This is an optimization exercise on Yosys and OpenROAD, whose aim is a short achievable clock period and few clock cycles, not a production implementation. Function was checked by simulation only, so behaviour that the tests miss may differ from the original. No activity file was given, so power comes from the tool's default toggle rates.

==> design.v <==
`timescale 1ns / 1ps
module CPU(reset, clk, imem_addr, imem_data, dmem_addr, dmem_wdata, dmem_we, dmem_rdata);
    input reset, clk;
    output [31:0] imem_addr;
    input  [31:0] imem_data;
    output [31:0] dmem_addr, dmem_wdata;
    output dmem_we;
    input  [31:0] dmem_rdata;
    integer i, j;
    genvar g, h;
    reg  [31:0] pc_n;        
    wire [31:0] pc = ~pc_n;
    reg  [31:0] pc_o;        
    reg  [15:0] btb_v;
    reg  [5:0]  btb_tag [0:15];
    reg  [9:0]  btb_tgt [0:15];
    reg  [7:0]  btb_c [0:15];       
    reg         btb_isc [0:15];     
    reg         btb_sk [0:15];      
    reg  [1:0]  gh;                 
    reg  [1:0]  fo_v;
    reg  [31:2] fo_tag0, fo_tag1, fo_tgt0, fo_tgt1;
    reg         fo_ptr;
    reg         fu_en;
    reg  [31:2] fu_tag, fu_tgt;
    reg         d_v;
    reg         d_fold;      
    reg  [31:0] d_ir;
    reg  [31:0] d_pc4;
    reg  [9:0]  d_pcl;       
    reg         d_pt;        
    reg  [31:2] d_ptgt;      
    reg         d_hit;
    reg  [1:0]  d_ctr;
    reg  [1:0]  d_g;         
    reg         d_urs, d_urt, d_cbr;
    reg  [31:0] d_rs_oh, d_rt_oh;    
    reg         d_rs_wb, d_rt_wb;    
    reg         d_sax, d_sae, d_sam, d_sad;   
    reg         d_sbx, d_sbe, d_sbm, d_sbd, d_sbi;
    reg         d_ssx, d_sse, d_ssm, d_ssd;
    reg         stall;               
    reg         x_v;
    reg  [31:0] x_a, x_b, x_sd;            
    reg  [4:0]  x_rd;                      
    reg         x_ld, x_lb, x_st;
    reg         x_early;                   
    reg         x_sub, x_uns;
    reg  [3:0]  x_tt;
    reg         x_radd, x_rlog, x_rslt, x_rshl, x_rshr, x_sra;
    reg  [4:0]  x_sh;
    reg         x_beq, x_bne, x_blez, x_bgtz, x_bltz, x_bgez, x_jmp, x_jr;
    reg         x_pt, x_sk, x_sk1;
    reg         x_fold, x_ctl, x_jp;       
    reg  [31:2] x_ptgt;
    reg  [31:0] x_tgt, x_pc4;
    reg         x_hit;
    reg  [1:0]  x_ctr;
    reg  [1:0]  x_g;
    reg  [9:0]  x_pcl;
    reg         m_v;
    reg  [31:0] m_res, m_sd;
    reg  [31:0] m_addr;      
    reg  [1:0]  a_bsel;      
    reg         a_lb;
    reg  [4:0]  m_rd;
    reg         m_ld, m_lb, m_st;
    reg         m_nc;                      
    reg  [31:0] m_pc4;
    reg  [31:0] w_res;
    reg  [4:0]  w_rd;
    reg  [31:0] rf [1:31];
    reg         u_br, u_taken, u_hit, u_jmp, u_sk;
    reg  [1:0]  u_ctr;
    reg  [1:0]  u_g;
    reg  [9:0]  u_pcl;
    reg  [9:0]  u_tgt;
    wire [31:0] pc4_f = {pc[31], pc[30:0] + 31'd4};
    wire [3:0]  f_idx = pc[5:2];
    wire [9:0]  f_tl  = btb_tgt[f_idx];
    wire [7:0]  f_cs  = btb_c[f_idx];
    wire [1:0]  f_ctr = f_cs[2*gh +: 2];
    wire        f_isc = btb_isc[f_idx];
    wire        f_sk  = btb_sk[f_idx];
    wire        f_hit = btb_v[f_idx] && (btb_tag[f_idx] == pc[11:6]);
    wire        f_pt  = f_hit && f_ctr[1] && (f_ctr[0] || !f_sk);
    wire [31:0] f_tgt = {pc[31:12], f_tl, 2'b00};
    wire        fo_h0  = fo_v[0] && (fo_tag0 == pc[31:2]);
    wire        fo_h1  = fo_v[1] && (fo_tag1 == pc[31:2]);
    wire        f_fold = fo_h0 || fo_h1;
    wire [31:2] fo_t   = fo_h0 ? fo_tgt0 : fo_tgt1;
    wire        f_ptx  = f_pt || f_fold;
    wire [31:2] f_ptgt = f_fold ? fo_t : f_tgt[31:2];
    wire [5:0] f_op  = imem_data[31:26];
    wire [5:0] f_fn  = imem_data[5:0];
    wire       f_isr = (f_op == 6'h00);
    wire       f_shift = f_isr && (f_fn == 6'h00 || f_fn == 6'h02 || f_fn == 6'h03);
    wire       f_jrx = f_isr && (f_fn == 6'h08 || f_fn == 6'h09);
    wire       f_urs = !(f_op == 6'h02 || f_op == 6'h03 || f_op == 6'h0f || f_shift);
    wire       f_urt = (f_isr && !f_jrx) || f_op == 6'h04 || f_op == 6'h05 || f_op == 6'h2b;
    wire       f_cbr = (f_op[5:2] == 4'b0001) || (f_op == 6'h01 && imem_data[20:17] == 4'd0);
    wire [4:0] f_rs  = imem_data[25:21];
    wire [4:0] f_rt  = imem_data[20:16];
    wire       f_immop = (f_op[5:3] == 3'b001) || f_op == 6'h20 || f_op == 6'h23 || f_op == 6'h2b;
    wire       f_link  = (f_op == 6'h03) || (f_isr && f_fn == 6'h09);
    wire       f_brt   = !(f_immop || f_link);
    assign imem_addr = pc_o;
    wire [5:0] op = d_ir[31:26];
    wire [5:0] fn = d_ir[5:0];
    wire [4:0] rs = d_ir[25:21];
    wire [4:0] rt = d_ir[20:16];
    wire [4:0] rdf = d_ir[15:11];
    wire [15:0] imm = d_ir[15:0];
    wire is_r    = (op == 6'h00);
    wire i_sll   = is_r && (fn == 6'h00);
    wire i_srl   = is_r && (fn == 6'h02);
    wire i_sra   = is_r && (fn == 6'h03);
    wire i_jr    = is_r && (fn == 6'h08);
    wire i_jalr  = is_r && (fn == 6'h09);
    wire i_subr  = is_r && (fn == 6'h22 || fn == 6'h23);
    wire i_andr  = is_r && (fn == 6'h24);
    wire i_orr   = is_r && (fn == 6'h25);
    wire i_xorr  = is_r && (fn == 6'h26);
    wire i_norr  = is_r && (fn == 6'h27);
    wire i_sltr  = is_r && (fn == 6'h2a);
    wire i_sltur = is_r && (fn == 6'h2b);
    wire i_j     = (op == 6'h02);
    wire i_jal   = (op == 6'h03);
    wire i_beq   = (op == 6'h04);
    wire i_bne   = (op == 6'h05);
    wire i_blez  = (op == 6'h06);
    wire i_bgtz  = (op == 6'h07);
    wire i_bltz  = (op == 6'h01) && (rt == 5'd0);
    wire i_bgez  = (op == 6'h01) && (rt == 5'd1);
    wire i_addi  = (op == 6'h08) || (op == 6'h09);
    wire i_slti  = (op == 6'h0a);
    wire i_sltiu = (op == 6'h0b);
    wire i_andi  = (op == 6'h0c);
    wire i_ori   = (op == 6'h0d);
    wire i_xori  = (op == 6'h0e);
    wire i_lui   = (op == 6'h0f);
    wire i_lw    = (op == 6'h23);
    wire i_lb    = (op == 6'h20);
    wire i_sw    = (op == 6'h2b);
    wire i_shift = i_sll || i_srl || i_sra;
    wire i_cbr   = i_beq || i_bne || i_blez || i_bgtz || i_bltz || i_bgez;
    wire i_link  = i_jal || i_jalr;
    wire i_ld    = i_lw || i_lb;
    wire i_immop = i_addi || i_slti || i_sltiu || i_andi || i_ori || i_xori || i_lui || i_ld || i_sw;
    wire [4:0] dest = i_link ? 5'd31 :
                      (is_r && !i_jr) ? rdf :
                      (i_addi || i_slti || i_sltiu || i_andi || i_ori || i_xori || i_lui || i_ld) ? rt :
                      5'd0;
    wire [31:0] rs_rd, rt_rd;
    generate
        for (g = 0; g < 32; g = g + 1) begin : rd
            wire [31:1] col;
            for (h = 1; h < 32; h = h + 1) begin : c
                assign col[h] = rf[h][g];
            end
            assign rs_rd[g] = |(d_rs_oh[31:1] & col);
            assign rt_rd[g] = |(d_rt_oh[31:1] & col);
        end
    endgenerate
    wire [31:0] rs_val = rs_rd | ({32{d_rs_wb}} & w_res);
    wire [31:0] rt_val = rt_rd | ({32{d_rt_wb}} & w_res);
    wire x_ldv  = x_v && x_ld && !x_early && (x_rd != 5'd0);
    wire dep_rs = d_urs && (rs == x_rd);
    wire dep_rt = d_urt && (rt == x_rd);
    wire ld_dep = d_v && x_ldv && (dep_rs || dep_rt);
    wire x_memu   = x_v && ((x_ld && !x_early) || x_st);
    wire early_ok = i_ld && (imm == 16'd0) && !x_memu;
    wire id_ldd = d_v && i_ld && !early_ok && (rt != 5'd0);
    wire stall_next = !stall && !kill_d && id_ldd &&
                      ((f_urs && (f_rs == rt)) || (f_urt && (f_rt == rt)));
    wire xw = x_v && (x_rd != 5'd0);
    wire mw = m_v && (m_rd != 5'd0);
    wire b_rt = !(i_immop || i_link);
    wire [31:0] imm_s = {{16{imm[15]}}, imm};
    wire [31:0] imm_v = i_lui ? {imm, 16'd0} :
                        (i_andi || i_ori || i_xori) ? {16'd0, imm} :
                        imm_s;
    wire [31:0] b_imm = i_link ? d_pc4 : imm_v;
    wire [31:0] br_tgt = d_pc4 + {imm_s[29:0], 2'b00};
    wire [31:0] j_tgt  = {d_pc4[31:28], d_ir[25:0], 2'b00};
    wire [31:0] tgt    = (i_j || i_jal) ? j_tgt : br_tgt;
    wire sub_n = i_subr || i_sltr || i_sltur || i_slti || i_sltiu;
    wire [3:0] tt = (i_andr || i_andi) ? 4'b1000 :
                    (i_orr  || i_ori)  ? 4'b1110 :
                    (i_xorr || i_xori) ? 4'b0110 :
                    i_norr             ? 4'b0001 :
                                         4'b1010;    
    wire [31:0] ea = x_a;
    wire [31:0] eb = x_b;              
    wire [31:0] ebx = x_b;             
    wire [33:0] sum34 = {1'b0, ea, 1'b1} + {1'b0, ebx, x_sub};
    wire [31:0] sum = sum34[32:1];
    wire        cout = sum34[33];
    wire        lt = x_uns ? !cout : ((ea[31] ^ !ebx[31]) ? ea[31] : sum[31]);
    wire [31:0] logic_r;
    generate
        for (g = 0; g < 32; g = g + 1) begin : lu
            assign logic_r[g] = x_tt[{ea[g], eb[g]}];
        end
    endgenerate
    wire [31:0] shl = eb << x_sh;
    wire [31:0] shr = (eb >> x_sh) | ({32{x_sra & eb[31]}} & ~(32'hffffffff >> x_sh));
    wire [31:0] res = ({32{x_radd}} & sum) | ({32{x_rlog}} & logic_r) |
                      ({32{x_rshl}} & shl) | ({32{x_rshr}} & shr) |
                      {31'd0, x_rslt & lt};
    wire a_neg  = ea[31];
    wire a_zero = (ea == 32'd0);
    wire eq     = (ea == eb);
    wire taken_x = (x_beq && eq) || (x_bne && !eq) || (x_blez && (a_neg || a_zero)) ||
                   (x_bgtz && !a_neg && !a_zero) || (x_bltz && a_neg) || (x_bgez && !a_neg) || x_jmp;
    wire x_mpt   = !(x_pt && ({x_ptgt, 2'b00} == x_tgt));
    wire skip_x  = x_sk && !d_pt;
    wire xe      = x_v;
    wire xr_t    = xe && x_mpt && !skip_x;
    wire xk_t    = xe && (x_mpt || skip_x);          
    wire xr_n    = xe && (x_jr || (x_pt && !(x_fold && !x_ctl)));
    wire [31:0] x_rpcn = x_jr ? ea : x_pc4;
    wire redirect = taken_x ? xr_t : xr_n;
    wire kill_d  = redirect || (taken_x && xk_t);
    wire s_xt = taken_x && xr_t;
    wire s_xn = !taken_x && xr_n;
    wire [31:0] pc_if = stall ? pc : f_ptx ? {f_ptgt, 2'b00} : pc4_f;
    wire [31:0] pc_next = ({32{s_xt}} & x_tgt) | ({32{s_xn}} & x_rpcn) |
                          ({32{!redirect}} & pc_if);
    wire x_isbr = x_beq || x_bne || x_blez || x_bgtz || x_bltz || x_bgez;
    wire [7:0] ld_byte = (a_bsel == 2'd0) ? dmem_rdata[7:0] :
                         (a_bsel == 2'd1) ? dmem_rdata[15:8] :
                         (a_bsel == 2'd2) ? dmem_rdata[23:16] :
                                            dmem_rdata[31:24];
    wire [31:0] ld_val = a_lb ? {24'd0, ld_byte} : dmem_rdata;
    wire [31:0] mem_val = m_ld ? ld_val : m_res;
    wire [31:0] a_next  = ({32{d_sax}} & res) | ({32{d_sae}} & ld_val) | ({32{d_sam}} & mem_val) |
                          ({32{d_sad}} & rs_val);
    wire [31:0] b_next  = ({32{d_sbx}} & res) | ({32{d_sbe}} & ld_val) | ({32{d_sbm}} & mem_val) |
                          ({32{d_sbd}} & rt_val) | ({32{d_sbi}} & b_imm);
    wire [31:0] sd_next = ({32{d_ssx}} & res) | ({32{d_sse}} & ld_val) | ({32{d_ssm}} & mem_val) |
                          ({32{d_ssd}} & rt_val);
    assign dmem_addr  = m_addr;
    assign dmem_wdata = m_sd;
    assign dmem_we    = m_st;
    always @(posedge clk)
        if (reset) begin
            pc_n <= ~32'h00400000;
            pc_o <= 32'h00400000;
        end else begin
            pc_n <= ~pc_next;
            pc_o <= pc_next;
        end
    always @(posedge clk) begin
        m_addr <= early_ok ? a_next : res;
        a_lb   <= early_ok ? i_lb : x_lb;
    end
    always @(posedge clk or posedge reset)
        if (reset)
            a_bsel <= 2'd0;
        else
            a_bsel <= early_ok ? a_next[1:0] : res[1:0];
    always @(posedge clk or posedge reset)
        if (reset)
            d_v <= 1'b0;
        else if (redirect)
            d_v <= 1'b0;
        else if (!stall)
            d_v <= 1'b1;
    always @(posedge clk)
        if (!stall) begin
            d_ir   <= imem_data;
            d_pc4  <= pc4_f;
            d_pcl  <= pc[11:2];
            d_pt   <= f_ptx;
            d_ptgt <= f_ptgt;
            d_fold <= f_fold;
            d_hit  <= f_hit;
            d_ctr  <= f_ctr;
            d_g    <= gh;
            d_urs  <= f_urs;
            d_urt  <= f_urt;
            d_cbr  <= f_cbr;
        end
    wire [4:0] nw_rd  = m_v ? m_rd : 5'd0;
    wire [4:0] rs_n   = stall ? rs : f_rs;
    wire [4:0] rt_n   = stall ? rt : f_rt;
    wire       rs_wbn = (rs_n != 5'd0) && (rs_n == nw_rd);
    wire       rt_wbn = (rt_n != 5'd0) && (rt_n == nw_rd);
    wire       id_go  = d_v && !stall && !kill_d;
    wire       ex_go  = x_v;
    wire       nfax   = id_go && (dest != 5'd0) && (dest == f_rs);
    wire       nfbx   = id_go && (dest != 5'd0) && (dest == f_rt);
    wire       nfam   = ex_go && (x_rd != 5'd0) && (x_rd == rs_n) && !nfax;
    wire       nfbm   = ex_go && (x_rd != 5'd0) && (x_rd == rt_n) && !nfbx;
    wire       nbrt   = stall ? b_rt : f_brt;
    always @(posedge clk) begin
        d_rs_oh <= rs_wbn ? 32'd0 : (32'd1 << rs_n);
        d_rt_oh <= rt_wbn ? 32'd0 : (32'd1 << rt_n);
        d_rs_wb <= rs_wbn;
        d_rt_wb <= rt_wbn;
        d_sax <= nfax && !early_ok;
        d_sae <= nfax && early_ok;
        d_sam <= nfam;
        d_sad <= !nfax && !nfam;
        d_sbx <= nbrt && nfbx && !early_ok;
        d_sbe <= nbrt && nfbx && early_ok;
        d_sbm <= nbrt && nfbm;
        d_sbd <= nbrt && !nfbx && !nfbm;
        d_sbi <= !nbrt;
        d_ssx <= nfbx && !early_ok;
        d_sse <= nfbx && early_ok;
        d_ssm <= nfbm;
        d_ssd <= !nfbx && !nfbm;
    end
    always @(posedge clk or posedge reset)
        if (reset)
            stall <= 1'b0;
        else
            stall <= stall_next;
    always @(posedge clk or posedge reset)
        if (reset)
            x_v <= 1'b0;
        else
            x_v <= d_v && !stall && !kill_d;
    always @(posedge clk) begin
        x_rd   <= dest;
        x_ld   <= i_ld;
        x_st   <= i_sw;
        x_beq  <= i_beq;
        x_bne  <= i_bne;
        x_blez <= i_blez;
        x_bgtz <= i_bgtz;
        x_bltz <= i_bltz;
        x_bgez <= i_bgez;
        x_jmp  <= i_j || i_jal;
        x_jr   <= i_jr || i_jalr;
        x_pt   <= d_pt;
        x_fold <= d_fold;
        x_ctl  <= i_cbr || i_j || i_jal || i_jr || i_jalr;
        x_jp   <= i_j;
        x_sk   <= i_cbr && (imm == 16'd1) && !d_pt;
        x_sk1  <= (imm == 16'd1);
        x_a    <= a_next;
        x_b    <= b_next ^ {32{sub_n}};
        x_sd   <= sd_next;
        x_lb   <= i_lb;
        x_early <= early_ok;
        x_sub  <= sub_n;
        x_uns  <= i_sltur || i_sltiu;
        x_tt   <= tt;
        x_radd <= !(i_andr || i_orr || i_xorr || i_norr || i_andi || i_ori || i_xori || i_lui || i_link ||
                    i_sltr || i_sltur || i_slti || i_sltiu || i_shift);
        x_rlog <= i_andr || i_orr || i_xorr || i_norr || i_andi || i_ori || i_xori || i_lui || i_link;
        x_rslt <= i_sltr || i_sltur || i_slti || i_sltiu;
        x_rshl <= i_sll;
        x_rshr <= i_srl || i_sra;
        x_sra  <= i_sra;
        x_sh   <= d_ir[10:6];
        x_ptgt <= d_ptgt;
        x_tgt  <= tgt;
        x_pc4  <= d_pc4;
        x_hit  <= d_hit;
        x_ctr  <= d_ctr;
        x_g    <= d_g;
        x_pcl  <= d_pcl;
    end
    always @(posedge clk or posedge reset)
        if (reset) begin
            m_v  <= 1'b0;
            m_st <= 1'b0;
            m_res <= 32'd0;
        end else begin
            m_res <= x_early ? ld_val : res;
            m_v  <= x_v;
            m_st <= x_v && x_st;
        end
    always @(posedge clk) begin
        m_rd   <= x_rd;
        m_ld   <= x_ld && !x_early;
        m_sd   <= x_sd;
        m_lb   <= x_lb;
        m_pc4  <= x_pc4;
        m_nc   <= !x_ctl;
    end
    always @(posedge clk or posedge reset)
        if (reset)
            w_rd <= 5'd0;
        else
            w_rd <= m_v ? m_rd : 5'd0;
    always @(posedge clk)
        w_res <= mem_val;
    always @(posedge clk or posedge reset)
        if (reset) begin
            for (i = 1; i < 32; i = i + 1)
                rf[i] <= 32'd0;
        end else if (w_rd != 5'd0)
            rf[w_rd] <= w_res;
    always @(posedge clk or posedge reset)
        if (reset)
            u_br <= 1'b0;
        else
            u_br <= xe && (x_isbr || x_jmp);
    always @(posedge clk) begin
        u_taken <= taken_x;
        u_jmp   <= x_jmp;
        u_hit   <= x_hit;
        u_ctr   <= x_ctr;
        u_g     <= x_g;
        u_sk    <= x_sk1;
        u_pcl   <= x_pcl;
        u_tgt   <= x_tgt[11:2];
    end
    wire       u_en  = u_br && (u_hit || u_taken);
    reg  [7:0]  u_cs;
    always @(*) begin
        u_cs = u_hit ? btb_c[u_pcl[3:0]] : {4{u_new}};
        u_cs[2*u_g +: 2] = u_new;
    end
    wire [1:0] u_new = u_jmp ? 2'd3 :
                       !u_hit ? 2'd2 :
                       u_taken ? ((u_ctr == 2'd3) ? 2'd3 : u_ctr + 2'd1) :
                                 ((u_ctr == 2'd0) ? 2'd0 : u_ctr - 2'd1);
    always @(posedge clk or posedge reset)
        if (reset)
            fu_en <= 1'b0;
        else
            fu_en <= xe && x_jp && m_v && m_nc && (m_pc4[31:2] + 30'd1 == x_pc4[31:2]);
    always @(posedge clk) begin
        fu_tag <= m_pc4[31:2] - 30'd1;
        fu_tgt <= x_tgt[31:2];
    end
    always @(posedge clk or posedge reset)
        if (reset) begin
            fo_v   <= 2'b00;
            fo_ptr <= 1'b0;
        end else if (fu_en) begin
            fo_v[fo_ptr] <= 1'b1;
            fo_ptr <= !fo_ptr;
        end
    always @(posedge clk)
        if (fu_en) begin
            if (fo_ptr) begin
                fo_tag1 <= fu_tag;
                fo_tgt1 <= fu_tgt;
            end else begin
                fo_tag0 <= fu_tag;
                fo_tgt0 <= fu_tgt;
            end
        end
    always @(posedge clk or posedge reset)
        if (reset)
            btb_v <= 16'd0;
        else if (u_en)
            btb_v[u_pcl[3:0]] <= 1'b1;
    always @(posedge clk)
        if (u_en) begin
            btb_tag[u_pcl[3:0]] <= u_pcl[9:4];
            btb_tgt[u_pcl[3:0]] <= u_tgt;
            btb_isc[u_pcl[3:0]] <= !u_jmp;
            btb_sk[u_pcl[3:0]]  <= u_sk;
            btb_c[u_pcl[3:0]]   <= u_cs;
        end
    wire       skip_kill = kill_d && !redirect;
    wire [1:0] gh_rep = x_isbr ? {x_g[0], taken_x} : x_g;
    always @(posedge clk or posedge reset)
        if (reset)
            gh <= 2'd0;
        else if (redirect || skip_kill)
            gh <= gh_rep;
        else if (!stall && f_hit && f_isc)
            gh <= {gh[0], f_pt};
endmodule
==> flow/run.sh <==
#!/bin/bash
# The standard layout (standard.sh), with these changes to how it is made:
#  - synthesis: the standard flow's own script (synth_recipe.tcl), except that abc maps with flow/abc.script
#    (a delay-driven "map -D"), and ADDER_MAP_FILE is emptied so adders are left to abc as plain
#    logic rather than full/half adder cells. Registers and their names are unchanged.
#  - the port buffers are buf_4 cells (buffer_ports -buffer_cell), not the library's smallest buffer.
#  - after detailed placement, each register that drives an output port (through the port's
#    buffer only) is moved next to that buffer, and the placement legalized again
#    (flow/place_out_flops.tcl, an ORFS POST_DETAIL_PLACE hook).
#  - repair_timing aims for a setup slack margin larger than the design's clock period
#    leaves (flow/margin.txt, in ns), so it keeps shortening paths.
# Each tool's full output: make's in standard_flow.log, ORFS's per-step logs under orfs/logs/.
set -euo pipefail
W=$(pwd)
export MY_FLOW_DIR=$W/flow
MARGIN=$(cat flow/margin.txt)
sed 's#log_cmd abc {\*}$abc_args#set abc_args [lreplace $abc_args 1 1 $::env(MY_FLOW_DIR)/abc.script]\n  log_cmd abc {*}$abc_args#' \
    "$FLOW_HOME/scripts/synth.tcl" > "$W/synth_orfs.tcl"
grep -q 'MY_FLOW_DIR)/abc.script' "$W/synth_orfs.tcl"
sed "s#source \$::env(SCRIPTS_DIR)/synth.tcl#source $W/synth_orfs.tcl#" synth_recipe.tcl > "$W/my_synth.tcl"
grep -q "source $W/synth_orfs.tcl" "$W/my_synth.tcl"
bash standard.sh ADDER_MAP_FILE= SYNTH_SCRIPT="$W/my_synth.tcl" SETUP_SLACK_MARGIN=$MARGIN \
    BUFFER_PORTS_ARGS="-buffer_cell sky130_fd_sc_hd__buf_4" \
    POST_DETAIL_PLACE_TCL="$W/flow/place_out_flops.tcl" finish > standard_flow.log 2>&1
==> flow/abc.script <==
strash
dch -f
map -D 500
topo
buffer -c
upsize -D 500
dnsize -D 500
stime -p
==> flow/margin.txt <==
7.0
==> flow/place_out_flops.tcl <==
# Move each register that drives an output port (through the port's buffer, and nothing
# else) next to that buffer, then legalize the placement again.
set block [ord::get_db_block]
set moved 0
foreach bterm [$block getBTerms] {
  if {[$bterm getIoType] != "OUTPUT"} { continue }
  set net [$bterm getNet]
  if {$net == "NULL"} { continue }
  set buf ""
  foreach it [$net getITerms] {
    if {[$it isOutputSignal]} { set buf [$it getInst] }
  }
  if {$buf == ""} { continue }
  set in_it ""
  foreach it [$buf getITerms] {
    if {[$it isInputSignal]} { set in_it $it }
  }
  if {$in_it == ""} { continue }
  set n2 [$in_it getNet]
  if {$n2 == "NULL"} { continue }
  set ff ""
  set nload 0
  foreach it [$n2 getITerms] {
    if {[$it isOutputSignal]} { set ff [$it getInst] } else { incr nload }
  }
  if {$ff == "" || $nload != 1} { continue }
  if {![string match "*__df*" [[$ff getMaster] getName]]} { continue }
  lassign [$buf getLocation] x y
  $ff setLocation $x $y
  incr moved
}
puts "place_out_flops: moved $moved registers next to their output buffers"
detailed_placement
optimize_mirroring
puts "place_out_flops: placement violations [check_placement -verbose]"
estimate_parasitics -placement
==> standard.sh <==
#!/bin/bash
# synth_recipe.tcl (not shown) runs the flow's synth.tcl, then flattens the netlist and writes it again
# the make line also repeats each setting of config.mk as NAME=value (left out here)
make -C /OpenROAD-flow-scripts/flow DESIGN_CONFIG=/design/flow/config.mk WORK_HOME=/design/flow/orfs CLKGATE_MAP_FILE= SYNTH_SCRIPT=/design/flow/synth_recipe.tcl "${@:-finish}"
==> config.mk <==
export PLATFORM = sky130hd
export DESIGN_NAME = CPU
export DESIGN_NICKNAME = CPU
export VERILOG_FILES = /design/flow/design.v
export SDC_FILE = /design/flow/constraint.sdc
export NUM_CORES = 8
export LEC_CHECK = 0
export CAP_MARGIN = 30
export CORE_MARGIN = 2
export CORE_UTILIZATION = 40
export CTS_CLUSTER_DIAMETER = 100
export CTS_CLUSTER_SIZE = 30
export SLEW_MARGIN = 30
==> constraint.sdc <==
create_clock -name core_clock -period 10.0 [get_ports {clk}]
set_input_delay 2.0000 -clock core_clock [delete_from_list [all_inputs] [get_ports {clk}]]
set_output_delay 2.0000 -clock core_clock [all_outputs]
set_load 0.01 [all_outputs]
==> summary.txt <==
outcome: timing/DRC/antenna clean
Netlist cell types: 86
Req. time, crit path: 8.00 ns
worst hold slack: 0.334 ns
worst r2r src: pc_n[2]
worst reg-to-reg path cell count: 18
Max VDD drop: 0.170 mV
drt first pass iters: 9
vias in the first global route: 95,900
Mapped Cells: 12,400
Mapped Nets: 12,500
Max-Cap Viols: 0
non-filler cells, final: 16,300
Root Buffer: clkbuf_16
Die Span Y: 524 µm
reg2reg setup slack: 6.73 ns
post-DP HPWL: 336,000 µm
met2 usage in global routing: 54.8%
Synth area leaders: dfrtp_1, edfxtp_1, dfxtp_1, nand2_1, o21ai_0
crit path from: m_st
HP Class: reg -> reg
Worst Setup Start Kind: flip-flop
post-route design area: 130,000 µm²
worst-case clock buffer depth: 3
Worst Clk Skew: 0.0800 ns
Pleak: 51.2 nW
vias per cell: 6.44
Core Util, Final: 48.4%
Tcrit/Tclk final: 33.6%
RSZ-0062 raised after global routing: true
met1 usage: 47.8%
Routed Antenna Nets: 0
Fin. Hold Viols: 0
top cells by count, synth: nand2_1, o21ai_0, nor2_1, dfrtp_1, inv_1
TritonCTS clock tree: built
Post-synth top flop: dfrtp_1
grt met3 use: 10.9%
1st-iter DRT viols: 16,700
placed cell area: 113,000 µm²
Initial Util: 40.3%
Post-synth ARST share: 46.0%
Die ar.: 275,000 µm²
Final min period: 3.36 ns
delay-heaviest family, CP: flip-flops
Hold Crit Endpoint: m_sd[9]
RePlAce Congestion: 1.00
reg2reg end: pc_o[6]
CORE AREA: 269,000 µm²
# IOs: 163
sequential-to-total area share from yosys stat: 53.5%
area of the mapped netlist: 108,000 µm²
PwrDens: 167 nW/µm²
synth-to-layout area growth: 20.2%
Yosys top cell by area: dfrtp_1
floorplan row count: 190
Post-Route WL: 534,000 µm
via count: 105,000
CP max stage cell: dfrtp_1
dpl cells: 15,500
Final #Nets: 12,700
Worst Setup End Kind: output port
setup tns final: 0 ns
top-area cell type share of the netlist area: 24.5%
GRT Util Overall: 37.1%
remaining global-route overflow: 0
Critical path buffers and inverters: 1
busiest grt layer: met2
Wirelength per Cell: 32.8 µm
Relative slew margins: 20.2%
Hold Path Depth: 0
Slew @ Worst Pin: 1.20 ns
clk latency of the worst-skew pair: 0.85 ns
Yosys warning count: 2
Sink Count: 2,304
initial antenna violation count: 49
CP Max Fanout: 1
Worst path max stage delay: 0.40 ns
layout cell share with drive strength beyond 1: 18.3%
hold_buf cts: 0
crit path kind: reg -> out
Residual DRC: 0
syn_area_per_cell: 8.73 µm²
first-pass GRT wire length: 731,000 µm
number of synthesized flops with an enable pin: 647
Slew Limit Fails: 0
largest net degree at the start of global routing: 85
CTS H-tree depth: 3
Worst-path clk slew: 0.11 ns
die width: 524 µm
final setup fails: 0
number of synthesized register bits: 2,304
arrival time worst endpoint: 1.36 ns
hold_sp: x_sd[9]
cts bufs inserted: 108
port bufs: 162
crit-path cells: buf_6
count leader, synth: nand2_1
FMAX: 0.297 GHz
## kinds of logic after synthesis
kind of cell | Yosys count | synth area share (%)
buf+inv | 1687 | 6.04
simple gates | 4393 | 17.1
compound gates | 3861 | 22.1
mux | 14 | 0.129
fa+ha+maj | 8 | 0.0740
flops | 2304 | 53.5
xor+xnor | 138 | 1.12
## power breakdown
group	leakage, nW	internal, mW	switching [mW]
Combinational	23.5	1.53	3.02
Sequential	25.8	10.5	0.837
Clock	1.85	2.33	3.52
## through the flow
step,power [mW],setup slack [ns]
2_1_floorplan,13.1,4.38
3_5_place_dp,14.7,4.60
3_3_place_gp,14.7,4.60
4_1_cts,21.2,6.60
5_1_grt,22.3,6.60
6_report,21.7,6.64
## sequential cells by signal, summed over array words and instances, names as in the netlist, 96 cells and up
signal,flops
btb_c,128
btb_tgt,160
rf,992
btb_tag,96
## per-layer routing
metal,share of wire (%),vias to the layer above
met5,0.028,-
met4,7.6,24
met3,13,1843
met2,42,7639
met1,37,51200
li1,-,44200
## worst max-delay path by stage
stage | depth (start not counted) | slack (ns) | end
after floorplan | 2 | 4.38 | a_bsel[0]
after global placement | 14 | 4.60 | pc_n[29]
after detailed placement | 14 | 4.60 | pc_n[14]
after CTS | 1 | 6.60 | dmem_we
after global routing | 1 | 6.60 | dmem_we
final | 1 | 6.64 | dmem_we
## cell usage in the layout, fill, tap and decap left out, drive strengths merged, types with 149 or more instances in the layout
cell    count
nand2    2396
a21oi     485
inv       831
edfxtp    647
o211ai    162
dfrtp    1059
nand3     364
o21ai    1655
clkbuf    158
dfxtp     598
a22oi     772
nor2     1095
nand4     270
buf       890
o22ai     149
## what timing repair did
| action | CTS | global route |
|---|---|---|
| cloned | 60 | 23 |
| resized for setup | 1210 | 724 |
| endpoints found under the setup margin | 1454 | 536 |
| buffers inserted | 250 | 184 |
| pin swaps | 182 | 277 |
## layout make-up
type / count / area, µm²
Antenna cell: 23 / 57.6
Clock buffer: 137 / 2960
Clock inverter: 63 / 872
Fill cell: 25200 / 139000
Inverter: 856 / 3560
Multi-Input combinational cell: 8418 / 49100
Sequential cell: 2304 / 58300
Tap cell: 3552 / 4440
Timing Repair Buffer: 931 / 10700
Timing Repair inverter: 8 / 70.1
Testbench counts, summed over its fixed seeds: cycles 317,480.

==> port drivers added, routing unchanged <==
In the flow no input, the clock included, has a driving cell. The finished layout below was timed again as built, in two steps.
Step 1: set_driving_cell puts a clkbuf_16 on clk and a buf_2 on each other input, an assumption about the parent block.
Step 2 moves the port delays by t, midway between the first and last clock arrival at a register: inputs arrive t later, outputs are due t later. That takes back most of the time a late clock gives input paths.
Slacks: ideal ports / drivers / drivers and shift; pairs: ideal ports / drivers.
shift t [ns]: 0.914
setup slack, ns: 6.635 / 6.535 / 6.125
cell pins on the clock port's net: 1
After both steps setup and hold are still met in this run. For this run, drivers alone change the setup slack by -0.100 ns; drivers and shift together by -0.510 ns.
